Context: an optimization exercise on an open-source flow, tuned for small area, a short achievable clock period and few clock cycles. The choices shown serve that exercise and are no tape-out recipe.
At most, simulation tests tie the RTL to the original design; equivalence was not proved.
The RTL of runs 2 and 3 was laid out without a check of its function.
Power and IR drop assume default switching activity.

## flow/design.v (module list and top-level ports; edited modules follow where they fit)
// module mul: 962 lines
module mul
(
	input clk,
	input rst,
	input  [31:0] a,
	input  [31:0] b,
	input start,
	output [31:0] res_mul,
	output logic vld
);
  // ...
==> flow/flow/run.sh <==
#!/bin/bash
# The standard ORFS layout with three changes to how it is made:
#  - synthesis skips the generic ABC pass inside Yosys's synth command
#    (SYNTH_ARGS=-noabc), so extract_fa sees the adders as written and maps
#    them to full-adder cells without inverters between them; registers and
#    their names are the standard synthesis's;
#  - the port buffers are sky130_fd_sc_hd__buf_4 instead of a delay buffer;
#  - repair_timing aims for a larger setup margin.
set -euo pipefail
cd "$(dirname "$0")/.."
export SYNTH_ARGS="-noabc"
export BUFFER_PORTS_ARGS="-buffer_cell sky130_fd_sc_hd__buf_4"
export SETUP_SLACK_MARGIN=6.2
bash standard.sh MATCH_CELL_FOOTPRINT=0 finish > standard.log 2>&1
==> flow/standard.sh <==
#!/bin/bash
# synth_recipe.tcl (not shown) runs the flow's synth.tcl, then flattens the netlist and writes it again
# the make line also repeats each setting of config.mk as NAME=value (left out here)
make -C /OpenROAD-flow-scripts/flow DESIGN_CONFIG=/design/flow/config.mk WORK_HOME=/design/flow/orfs CLKGATE_MAP_FILE= SYNTH_SCRIPT=/design/flow/synth_recipe.tcl "${@:-finish}"
==> flow/config.mk <==
export PLATFORM = sky130hd
export DESIGN_NAME = mul
export DESIGN_NICKNAME = mul
export VERILOG_FILES = /design/flow/design.v
export SDC_FILE = /design/flow/constraint.sdc
export NUM_CORES = 4
export LEC_CHECK = 0
export CAP_MARGIN = 20
export CORE_MARGIN = 2
export CORE_UTILIZATION = 55
export CTS_BUF_LIST = sky130_fd_sc_hd__clkbuf_4 sky130_fd_sc_hd__clkbuf_8
export CTS_CLUSTER_SIZE = 40
export SLEW_MARGIN = 20
==> flow/constraint.sdc <==
create_clock -name core_clock -period 12.0 [get_ports {clk}]
set_input_delay 2.4000 -clock core_clock [delete_from_list [all_inputs] [get_ports {clk}]]
set_output_delay 2.4000 -clock core_clock [all_outputs]
set_load 0.01 [all_outputs]
==> flow_metrics.tcl, run 1 <==
set metrics [dict create \
    seq_area_share_pct 9.458 \
    ys.flop_type "dfxtp_1" \
    crit_start "b[13]" \
    largestClassByArea "multi-input combinational cells" \
    dp_slack_ps 5070 \
    num_rows 55 \
    status "no timing/DRC/antenna violations" \
    multi_input_area_share_pct 78.25 \
    min_path_type "in -> reg" \
    synth_cells 1226 \
    buffer_area_share_pct 7.694 \
    synth_edf_count 0 \
    vias_per_cell 6.342 \
    synth-xor-area-share_pct 21.17 \
    antenna_cells 0 \
    cp-start-kind "primary input" \
    worst_setup_path_end_kind "flip-flop" \
    antenna_found_initial 0 \
    synth_area_leader_cell "fa_1" \
    cts_tree "done" \
    grt.busiest_layer "met2" \
    first_iter_violations 983 \
    synth_common_cells "xnor2_1 (259), a22oi_1 (221), fa_1 (214)" \
    hpwl_um 26950 \
    slowest_stage "fa_1" \
    die_area_um2 23850 \
    design.seq.count 65 \
    route.layer.met1.wl_um 16000 \
    synthesis.area_um2 12450 \
    fp.coreArea_um2 22430 \
    grt_start_max_net_pins 63 \
    tightest_slew_ps 626.9 \
    cts_resized 25 \
    multiInputGateArea_um2 10770 \
    dr.pass1.iters 7 \
    final-clk-cell-share_pct 1.328 \
    final_common_cell "xnor2_1" \
    crit_fanout 17 \
    seqCellArea_um2 1301 \
]
Testbench counts, summed over its fixed seeds: cycles 3,200.
==> run 2, diff against run 1 <==
--- a/flow/design.v
+++ b/flow/design.v
@@ -952,11 +952,175 @@
 assign s747 = c712_q ^ c714_q;
 assign s748 = s746 ^ s747;
 assign s749 = s748 ^ c716_q;
 assign s750 = s749 ^ c718_q;
 assign s751 = s750 ^ c720;
 logic [25:0] r0, r1;
 assign r0 = {c722, c692, c664, c636, s635, c584, s583, c536, s535, c492, s491, c452, s451, c416, s415, s399, c370, s369, s355_q, c332, s331, s321_q, s311_q, c296, s295, s289_q};
 assign r1 = {s751, s721, s691, s663, 1'b0, s609, 1'b0, s559, 1'b0, s513, 1'b0, s471, 1'b0, s433_q, 1'b0, 1'b0, s383_q, 1'b0, 1'b0, s343_q, 1'b0, 1'b0, 1'b0, s303_q, 1'b0, 1'b0};
-assign res_mul[31:6] = r0 + r1 + {25'b0, c763_q};
+logic [25:0] gp, pp_, hs;
+assign gp = r0 & r1;
+assign pp_ = r0 ^ r1;
+logic cin_; assign cin_ = c763_q;
+logic bg0_1, bp0_1;
+assign bg0_1 = gp[0] | (pp_[0] & cin_);
+assign bp0_1 = pp_[0] & 1'b0;
+logic bg0_3, bp0_3;
+assign bg0_3 = gp[2] | (pp_[2] & gp[1]);
+assign bp0_3 = pp_[2] & pp_[1];
+logic bg0_5, bp0_5;
+assign bg0_5 = gp[4] | (pp_[4] & gp[3]);
+assign bp0_5 = pp_[4] & pp_[3];
+logic bg0_7, bp0_7;
+assign bg0_7 = gp[6] | (pp_[6] & gp[5]);
+assign bp0_7 = pp_[6] & pp_[5];
+logic bg0_9, bp0_9;
+assign bg0_9 = gp[8] | (pp_[8] & gp[7]);
+assign bp0_9 = pp_[8] & pp_[7];
+logic bg0_11, bp0_11;
+assign bg0_11 = gp[10] | (pp_[10] & gp[9]);
+assign bp0_11 = pp_[10] & pp_[9];
+logic bg0_13, bp0_13;
+assign bg0_13 = gp[12] | (pp_[12] & gp[11]);
+assign bp0_13 = pp_[12] & pp_[11];
+logic bg0_15, bp0_15;
+assign bg0_15 = gp[14] | (pp_[14] & gp[13]);
+assign bp0_15 = pp_[14] & pp_[13];
+logic bg0_17, bp0_17;
+assign bg0_17 = gp[16] | (pp_[16] & gp[15]);
+assign bp0_17 = pp_[16] & pp_[15];
+logic bg0_19, bp0_19;
+assign bg0_19 = gp[18] | (pp_[18] & gp[17]);
+assign bp0_19 = pp_[18] & pp_[17];
+logic bg0_21, bp0_21;
+assign bg0_21 = gp[20] | (pp_[20] & gp[19]);
+assign bp0_21 = pp_[20] & pp_[19];
+logic bg0_23, bp0_23;
+assign bg0_23 = gp[22] | (pp_[22] & gp[21]);
+assign bp0_23 = pp_[22] & pp_[21];
+logic bg0_25, bp0_25;
+assign bg0_25 = gp[24] | (pp_[24] & gp[23]);
+assign bp0_25 = pp_[24] & pp_[23];
+logic bg1_3, bp1_3;
+assign bg1_3 = bg0_3 | (bp0_3 & bg0_1);
+assign bp1_3 = bp0_3 & bp0_1;
+logic bg1_7, bp1_7;
+assign bg1_7 = bg0_7 | (bp0_7 & bg0_5);
+assign bp1_7 = bp0_7 & bp0_5;
+logic bg1_11, bp1_11;
+assign bg1_11 = bg0_11 | (bp0_11 & bg0_9);
+assign bp1_11 = bp0_11 & bp0_9;
+logic bg1_15, bp1_15;
+assign bg1_15 = bg0_15 | (bp0_15 & bg0_13);
+assign bp1_15 = bp0_15 & bp0_13;
+logic bg1_19, bp1_19;
+assign bg1_19 = bg0_19 | (bp0_19 & bg0_17);
+assign bp1_19 = bp0_19 & bp0_17;
+logic bg1_23, bp1_23;
+assign bg1_23 = bg0_23 | (bp0_23 & bg0_21);
+assign bp1_23 = bp0_23 & bp0_21;
+logic bg2_7, bp2_7;
+assign bg2_7 = bg1_7 | (bp1_7 & bg1_3);
+assign bp2_7 = bp1_7 & bp1_3;
+logic bg2_15, bp2_15;
+assign bg2_15 = bg1_15 | (bp1_15 & bg1_11);
+assign bp2_15 = bp1_15 & bp1_11;
+logic bg2_23, bp2_23;
+assign bg2_23 = bg1_23 | (bp1_23 & bg1_19);
+assign bp2_23 = bp1_23 & bp1_19;
+logic bg3_15, bp3_15;
+assign bg3_15 = bg2_15 | (bp2_15 & bg2_7);
+assign bp3_15 = bp2_15 & bp2_7;
+logic bg6_23, bp6_23;
+assign bg6_23 = bg2_23 | (bp2_23 & bg3_15);
+assign bp6_23 = bp2_23 & bp3_15;
+logic bg7_11, bp7_11;
+assign bg7_11 = bg1_11 | (bp1_11 & bg2_7);
+assign bp7_11 = bp1_11 & bp2_7;
+logic bg7_19, bp7_19;
+assign bg7_19 = bg1_19 | (bp1_19 & bg3_15);
+assign bp7_19 = bp1_19 & bp3_15;
+logic bg8_5, bp8_5;
+assign bg8_5 = bg0_5 | (bp0_5 & bg1_3);
+assign bp8_5 = bp0_5 & bp1_3;
+logic bg8_9, bp8_9;
+assign bg8_9 = bg0_9 | (bp0_9 & bg2_7);
+assign bp8_9 = bp0_9 & bp2_7;
+logic bg8_13, bp8_13;
+assign bg8_13 = bg0_13 | (bp0_13 & bg7_11);
+assign bp8_13 = bp0_13 & bp7_11;
+logic bg8_17, bp8_17;
+assign bg8_17 = bg0_17 | (bp0_17 & bg3_15);
+assign bp8_17 = bp0_17 & bp3_15;
+logic bg8_21, bp8_21;
+assign bg8_21 = bg0_21 | (bp0_21 & bg7_19);
+assign bp8_21 = bp0_21 & bp7_19;
+logic bg8_25, bp8_25;
+assign bg8_25 = bg0_25 | (bp0_25 & bg6_23);
+assign bp8_25 = bp0_25 & bp6_23;
+logic bg9_2, bp9_2;
+assign bg9_2 = gp[1] | (pp_[1] & bg0_1);
+assign bp9_2 = pp_[1] & bp0_1;
+logic bg9_4, bp9_4;
+assign bg9_4 = gp[3] | (pp_[3] & bg1_3);
+assign bp9_4 = pp_[3] & bp1_3;
+logic bg9_6, bp9_6;
+assign bg9_6 = gp[5] | (pp_[5] & bg8_5);
+assign bp9_6 = pp_[5] & bp8_5;
+logic bg9_8, bp9_8;
+assign bg9_8 = gp[7] | (pp_[7] & bg2_7);
+assign bp9_8 = pp_[7] & bp2_7;
+logic bg9_10, bp9_10;
+assign bg9_10 = gp[9] | (pp_[9] & bg8_9);
+assign bp9_10 = pp_[9] & bp8_9;
+logic bg9_12, bp9_12;
+assign bg9_12 = gp[11] | (pp_[11] & bg7_11);
+assign bp9_12 = pp_[11] & bp7_11;
+logic bg9_14, bp9_14;
+assign bg9_14 = gp[13] | (pp_[13] & bg8_13);
+assign bp9_14 = pp_[13] & bp8_13;
+logic bg9_16, bp9_16;
+assign bg9_16 = gp[15] | (pp_[15] & bg3_15);
+assign bp9_16 = pp_[15] & bp3_15;
+logic bg9_18, bp9_18;
+assign bg9_18 = gp[17] | (pp_[17] & bg8_17);
+assign bp9_18 = pp_[17] & bp8_17;
+logic bg9_20, bp9_20;
+assign bg9_20 = gp[19] | (pp_[19] & bg7_19);
+assign bp9_20 = pp_[19] & bp7_19;
+logic bg9_22, bp9_22;
+assign bg9_22 = gp[21] | (pp_[21] & bg8_21);
+assign bp9_22 = pp_[21] & bp8_21;
+logic bg9_24, bp9_24;
+assign bg9_24 = gp[23] | (pp_[23] & bg6_23);
+assign bp9_24 = pp_[23] & bp6_23;
+logic bg9_26, bp9_26;
+assign bg9_26 = gp[25] | (pp_[25] & bg8_25);
+assign bp9_26 = pp_[25] & bp8_25;
+assign res_mul[6] = pp_[0] ^ cin_;
+assign res_mul[7] = pp_[1] ^ bg0_1;
+assign res_mul[8] = pp_[2] ^ bg9_2;
+assign res_mul[9] = pp_[3] ^ bg1_3;
+assign res_mul[10] = pp_[4] ^ bg9_4;
+assign res_mul[11] = pp_[5] ^ bg8_5;
+assign res_mul[12] = pp_[6] ^ bg9_6;
+assign res_mul[13] = pp_[7] ^ bg2_7;
+assign res_mul[14] = pp_[8] ^ bg9_8;
+assign res_mul[15] = pp_[9] ^ bg8_9;
+assign res_mul[16] = pp_[10] ^ bg9_10;
+assign res_mul[17] = pp_[11] ^ bg7_11;
+assign res_mul[18] = pp_[12] ^ bg9_12;
+assign res_mul[19] = pp_[13] ^ bg8_13;
+assign res_mul[20] = pp_[14] ^ bg9_14;
+assign res_mul[21] = pp_[15] ^ bg3_15;
+assign res_mul[22] = pp_[16] ^ bg9_16;
+assign res_mul[23] = pp_[17] ^ bg8_17;
+assign res_mul[24] = pp_[18] ^ bg9_18;
+assign res_mul[25] = pp_[19] ^ bg7_19;
+assign res_mul[26] = pp_[20] ^ bg9_20;
+assign res_mul[27] = pp_[21] ^ bg8_21;
+assign res_mul[28] = pp_[22] ^ bg9_22;
+assign res_mul[29] = pp_[23] ^ bg6_23;
+assign res_mul[30] = pp_[24] ^ bg9_24;
+assign res_mul[31] = pp_[25] ^ bg8_25;
 assign res_mul[5:0] = {s762_q, s760_q, s758_q, s756_q, s754_q, s752_q};
 endmodule
--- a/flow/flow/run.sh
+++ b/flow/flow/run.sh
@@ -5,10 +5,10 @@
 #    them to full-adder cells without inverters between them; registers and
 #    their names are the standard synthesis's;
 #  - the port buffers are sky130_fd_sc_hd__buf_4 instead of a delay buffer;
 #  - repair_timing aims for a larger setup margin.
 set -euo pipefail
 cd "$(dirname "$0")/.."
 export SYNTH_ARGS="-noabc"
 export BUFFER_PORTS_ARGS="-buffer_cell sky130_fd_sc_hd__buf_4"
-export SETUP_SLACK_MARGIN=6.2
-bash standard.sh MATCH_CELL_FOOTPRINT=0 finish > standard.log 2>&1
+export SETUP_SLACK_MARGIN=6.3
+bash standard.sh finish > standard.log 2>&1
==> flow/config.mk (replaced) <==
export PLATFORM = sky130hd
export DESIGN_NAME = mul
export DESIGN_NICKNAME = mul
export VERILOG_FILES = /design/flow/design.v
export SDC_FILE = /design/flow/constraint.sdc
export NUM_CORES = 4
export LEC_CHECK = 0
export CAP_MARGIN = 20
export CORE_MARGIN = 2
export CORE_UTILIZATION = 55
export SLEW_MARGIN = 20
==> run 2 against run 1 <==
  * Via count rose by 1.7%
  * Routed wire length rose by 1.0%
  * Synthesized area rose by 0.26%
  * Combinational power rose by 1%
  * Hold slack improved by 35 ps
  * First-iteration DRC count rose by 13%
  * Utilization rose by 3.0 points
  * Global-route usage barely moved
  * Largest cell class unchanged
==> flow_metrics.tcl, run 2 <==
set metrics [dict create \
    cts_tree "done" \
    synth-compound-area-share_pct 17.58 \
    post-route-drc-count 0 \
    grt_pass1_wl_um 60020 \
    yosys.area_share.simple_pct 4.481 \
    numPortBuffers 99 \
    routed_wl_um 39070 \
    slowest_stage "fa_1" \
    grt_usage_pct 33.36 \
    die_y_um 154.6 \
    muxShareOfSynthArea_pct 0 \
    yosysMostFrequentCell "xnor2_1" \
    synth-xor-area-share_pct 22.21 \
    vias_per_cell 6.402 \
    final_common_cell "xnor2_1" \
    cts.sinks 65 \
    num_rows 55 \
    setup_viol 0 \
    layout_common_cells "xnor2_1 (259), a22oi_1 (211), fa_1 (198)" \
    grt_overflow 0 \
    path_delay_family "adder cells" \
    crit_start "b[13]" \
    drv_slew 0 \
    cts-htree-levels 3 \
    yosysTopAreaCellShare_pct 34.64 \
    synth_area_leader_cell "fa_1" \
    fin_util_pct 64.32 \
    fin_crit_sh_pct 47.44 \
    crit_top_cell "fa_1" \
    ys.flop_type "dfxtp_1" \
    synth_area_leaders "fa_1 (35%), xnor2_1 (18%), a22oi_1 (13%)" \
    finalHoldViolCount 0 \
    fp.coreArea_um2 22430 \
    seqCellArea_um2 1301 \
    slew_headroom_pct 55.26 \
    crit_chain "buf_4, ha_4, nand2b_2, bufinv_8, xnor2_1, fa_1, fa_1, fa_1, fa_1, fa_1" \
    fmax_ghz 0.1757 \
    antenna_found_initial 0 \
    synthesis.area_um2 12480 \
    min_path_type "in -> reg" \
    critical_path.max_stage_delay_ps 540 \
    multiInputGateArea_um2 10960 \
    die_area_um2 23920 \
    vias 9897 \
    worstPathArrival_ps 5900 \
    avgRoutedWirePerCell_um 25.27 \
    first_iter_violations 1108 \
    synth_cells 1220 \
    initial_core_util_pct 55.64 \
    synth_top_family_by_area "adder cells" \
    synth_fa_ha_area_share_pct 40.16 \
    grt_pass1_vias 10080 \
    hpwl_um 26790 \
    drv_cap 0 \
    tns_ps 0 \
    crit_required_ps 12210 \
    ir_worst_vdd_mv 0.1760 \
    path_clk_slew_ps 60 \
    path_depth 10 \
    cts_root_buffer "clkbuf_16" \
    num-fill-cells 1845 \
    power_leakage_nw 5.504 \
    crit_buf_inv 2 \
    worstSetupPathType "in -> reg" \
    synth_common_cells "xnor2_1 (261), a22oi_1 (221), fa_1 (216)" \
    cts_made_buffers 9 \
    syn_nets 1558 \
    drive_above_1_share_pct 19.67 \
    cp-start-kind "primary input" \
    fin_nets 1594 \
    pin_count 100 \
    crit_end "c634_q" \
    syn2layout_area_growth_pct 15.61 \
    ys_ff_latch 65 \
    grt_start_max_net_pins 56 \
    gp_congestion 0.8819 \
    dr.pass1.iters 6 \
    async_flop_share_pct 0 \
    crit_fanout 12 \
    ys_seq_area_share_pct 10.43 \
    hold_buffers 0 \
    avgSynthCellArea_um2 10.23 \
    antenna_cells 0 \
    status "no timing/DRC/antenna violations" \
    yosysWarningCount 1 \
    worst_setup_path_end_kind "flip-flop" \
    rsz0062_at_grt "true" \
    fin_crit_ps 5693 \
    ys_types 46 \
    postRouteAntennaNets 0 \
    p_per_area_nw_per_um2 269.1 \
    tightest_slew_ps 666.3 \
    synth_edf_count 0 \
    die_x_um 154.6 \
    clock_path_buffers 2 \
]
run 2: cell families (layout without fill, tap and decap cells):
logic type	Yosys count	after routing
AOI/OAI and AO/OA	307	309
xor gates and xnor gates	307	307
adders and majority gates	271	271
buffers and inverters	161	200
and+or+nand+nor	109	109
DFF	65	65
run 2: routing by layer:
layer | global-route usage [%] | wire, µm | up-vias
li1 | - | - | 4245
met1 | 46.12 | 15840 | 5000
met2 | 53.34 | 18500 | 565
met3 | 5.716 | 3445 | 87
met4 | 11.73 | 1279 | 0
met5 | 0 | 0 | -
run 2: how the worst min path moves through the flow:
stage / startpoint / endpoint / slack (ps) / cells after the start
after floorplan: rst / vld / 2470 / 1
after global placement: rst / vld / 2560 / 2
after detailed placement: rst / vld / 2560 / 2
after CTS: rst / vld / 2190 / 2
after global routing: rst / vld / 2190 / 2
final: rst / vld / 2200 / 2
run 2: metrics by stage:
step | hold slack (ps) | worst slack (ps) | area (µm²) | power [mW] | cells
floorplan | 2472 | 6273 | 12750 | 2.517 | 1220
global placement | 2556 | 5146 | 13260 | 3.496 | 1486
detailed placement | 2559 | 5080 | 13260 | 3.570 | 1486
CTS | 2189 | 6304 | 14170 | 3.894 | 1533
global route | 2192 | 6244 | 14430 | 4.310 | 1546
finish | 2197 | 6307 | 14430 | 3.883 | 1546
run 2: area by class of cell:
| cell class | instances | area share [%] |
|---|---|---|
| multi-input combinational | 996 | 75.96 |
| clock inverter | 4 | 0.1387 |
| inverter | 36 | 1.795 |
| sequential | 65 | 9.018 |
| timing repair buffer | 146 | 8.853 |
| clock buffer | 12 | 1.639 |
| timing repair inverter | 2 | 0.1214 |
| tap | 285 | 2.471 |
run 2: timing repair:
| item | CTS | global route |
|---|---|---|
| resized for setup | 59 | 40 |
| setup endpoints to repair | 56 | 28 |
| buffers inserted | 27 | 11 |
| gates cloned | 4 | 2 |
| pin swaps | 6 | 6 |
run 2: where the power goes:
group / switching, mW / total, mW / leakage (nW) / internal, mW
combinational: 1.63 / 3.19 / 4.83 / 1.56
sequential: 0.0563 / 0.443 / 0.548 / 0.387
clock: 0.110 / 0.249 / 0.130 / 0.139
==> run 3, diff against run 2 <==
--- a/flow/flow/run.sh
+++ b/flow/flow/run.sh
@@ -12,3 +12,3 @@
 export BUFFER_PORTS_ARGS="-buffer_cell sky130_fd_sc_hd__buf_4"
-export SETUP_SLACK_MARGIN=6.3
+export SETUP_SLACK_MARGIN=6.1
 bash standard.sh finish > standard.log 2>&1
==> run 3 against run 2 <==
  * Still clean
  * Critical path type unchanged
  * Synthesized area is the same
  * Critical endpoint is now s633_q
  * Sequential share of layout area grew 0.36 points
  * Clock power grew 24%
  * First-iteration DRC count shrank 6.6%
==> flow_metrics.tcl, run 3 <==
set metrics [dict create \
    fin_nets 1569 \
    syn2layout_area_growth_pct 11.17 \
    hpwl_um 27400 \
    worstPathArrival_ps 6060 \
    tns_ps 0 \
    stdcell_count 1521 \
    cts-htree-levels 3 \
    ir_worst_vdd_mv 0.1878 \
    numPortBuffers 99 \
    grt_start_max_net_pins 61 \
    antenna_found_initial 0 \
    worst_hold_slack_ps 2195 \
    status "no timing/DRC/antenna violations" \
    async_flop_share_pct 0 \
    ys_ff_latch 65 \
    fin_crit_sh_pct 48.63 \
    clock_path_buffers 2 \
    ys.flop_type "dfxtp_1" \
    crit_chain "buf_4, ha_2, a22oi_1, xnor2_1, fa_1, fa_1, fa_1, fa_1, fa_1" \
    die_y_um 154.6 \
    synthesis.area_um2 12480 \
    rsz0062_at_grt "false" \
    pin_count 100 \
    gp_congestion 0.8562 \
    ys_seq_area_share_pct 10.43 \
    min_path_type "in -> reg" \
    synth_area_leader_cell "fa_1" \
    min_from "rst" \
    slew_headroom_pct 54.08 \
    ys_types 46 \
    synth_cells 1220 \
    crit_buf_inv 1 \
    post-route-drc-count 0 \
    worst_setup_path_end_kind "flip-flop" \
    dp_cells 1495 \
    path_clk_slew_ps 60 \
    p_per_area_nw_per_um2 276.1 \
    first_iter_violations 1035 \
    routed_wl_um 39670 \
    cp-start-kind "primary input" \
    fin_util_pct 61.85 \
    grt_usage_pct 33.98 \
    setup_viol 0 \
    syn_nets 1558 \
    crit_required_ps 12230 \
    die_x_um 154.6 \
    fmax_ghz 0.1714 \
    dr.pass1.iters 7 \
    slowest_stage "ha_2" \
    postRouteAntennaNets 0 \
    yosysWarningCount 1 \
    vias_per_cell 6.385 \
    layout_common_cells "xnor2_1 (259), a22oi_1 (221), fa_1 (215)" \
    avgRoutedWirePerCell_um 26.08 \
    grt_overflow 0 \
    placed_cell_area_um2 13220 \
    final_common_cell "xnor2_1" \
    finalInstanceArea_um2 13880 \
    drive_above_1_share_pct 14.89 \
    path_delay_family "adder cells" \
    cts_root_buffer "clkbuf_16" \
    avgSynthCellArea_um2 10.23 \
    grt_pass1_wl_um 60430 \
    crit_top_cell "fa_1" \
    initial_core_util_pct 55.64 \
    synth_area_leaders "fa_1 (35%), xnor2_1 (18%), a22oi_1 (13%)" \
    grt_pass1_vias 9898 \
    hold_depth 2 \
    cts.sinks 65 \
    hold_buffers 0 \
    fp.coreArea_um2 22430 \
    crit_fanout 20 \
    drv_cap 0 \
    finalHoldViolCount 0 \
    fin_crit_ps 5836 \
    vias 9711 \
    min_to "vld" \
    power_leakage_nw 5.318 \
    worstSetupPathType "in -> reg" \
    drv_slew 0 \
    num-fill-cells 1921 \
    num_rows 55 \
    yosysMostFrequentCell "xnor2_1" \
    synth_edf_count 0 \
    cts_made_buffers 9 \
    dp_slack_ps 4969 \
    antenna_cells 0 \
    power.total_mw 3.831 \
    yosysTopAreaCellShare_pct 34.64 \
    die_area_um2 23920 \
    critical_path.max_stage_delay_ps 660 \
    synth_common_cells "xnor2_1 (261), a22oi_1 (221), fa_1 (216)" \
    worst_slack_ps 6164 \
    cts_tree "done" \
    tightest_slew_ps 688.8 \
]
## run 3: cell counts after synthesis
No cell type changed its count.
## run 3: cell families (layout without fill, tap and decap cells)
| family | count (synthesis) | count (layout) | synth area share, % |
|---|---|---|---|
| fa+ha+maj | 271 | 271 | 40.16 |
| simple gates | 109 | 109 | 4.481 |
| compound gates | 307 | 308 | 17.58 |
| buf+inv | 161 | 176 | 5.142 |
| xor+xnor | 307 | 307 | 22.21 |
| flops | 65 | 65 | 10.43 |
## run 3: timing repair
item / in CTS / in global routing
pin swaps: 1 / 1
gates cloned: 1 / 1
gates resized for setup: 21 / 28
endpoints found under the setup margin: 51 / 28
setup buffers: 6 / 2
hold endpoints to repair: 0 / 0
## run 3: area by class of cell
cell class | instances | area, µm² | share of cell area [%]
repair buffers | 124 | 1018 | 7.340
clock inverters | 5 | 77.57 | 0.5591
inverters | 36 | 178.9 | 1.289
multi-input cells | 995 | 10690 | 77.04
clock buffers | 11 | 252.7 | 1.821
flip-flops and latches | 65 | 1301 | 9.378
well taps | 285 | 356.6 | 2.570
## run 3: where the power goes
group	switching [mW]	total [mW]	internal (mW)
combinational	1.59	3.08	1.49
sequential	0.0562	0.443	0.387
clock	0.115	0.308	0.193
total	1.76	3.83	2.07
## run 3: how the worst max path moves through the flow
stage	start	end	slack, ps	cells after the start
after floorplan	b[5]	s581_q	6100	10
after global placement	b[1]	s633_q	5040	9
after detailed placement	b[1]	s633_q	4970	9
after CTS	b[1]	s511_q	6110	11
after global routing	b[1]	s511_q	6090	11
final	b[11]	s633_q	6160	9
## run 3: layer usage
| metal | GRT usage [%] | up-vias | wire, µm | part of all wire [%] |
|---|---|---|---|---|
| met5 | 0 | - | 0 | 0 |
| met4 | 12.96 | 0 | 1453 | 3.7 |
| met3 | 6.865 | 87 | 3742 | 9.4 |
| met2 | 52.59 | 582 | 18150 | 46 |
| met1 | 47.34 | 4850 | 16320 | 41 |
| li1 | - | 4192 | - | - |

## port drivers added, routing unchanged
Ports are ideal in the flow. The routed layouts listed here were re-timed in OpenROAD. Step 1 assumes that a clkbuf_16 drives the clock port and a buf_2 every other input. Step 2 adds t to the input delays and takes it off the output delays; t is the mean of the earliest and latest rising clock arrival at the registers after step 1. Input paths then give back, and output paths get back, about the clock's delay inside the block. Three values: ideal ports, drivers, drivers and shift; two values: the first two.
run	t, ns	slack for setup (ns)	worst hold slack (ns)	worst setup path after step 2	pins driven straight from the clock port
run 1	0.428	6.272 / 6.268 / 5.840	2.162 / 2.142 / 2.570	input to register	1
run 2	0.392	6.307 / 6.330 / 5.938	2.197 / 2.178 / 2.570	input to register	1
run 3	0.395	6.164 / 6.114 / 5.719	2.195 / 2.174 / 2.569	input to register	1
After both steps setup and hold are still met in every run listed. The setup slack of run 3, which loses most, moves by -0.050 ns with the drivers and by -0.445 ns with both steps.
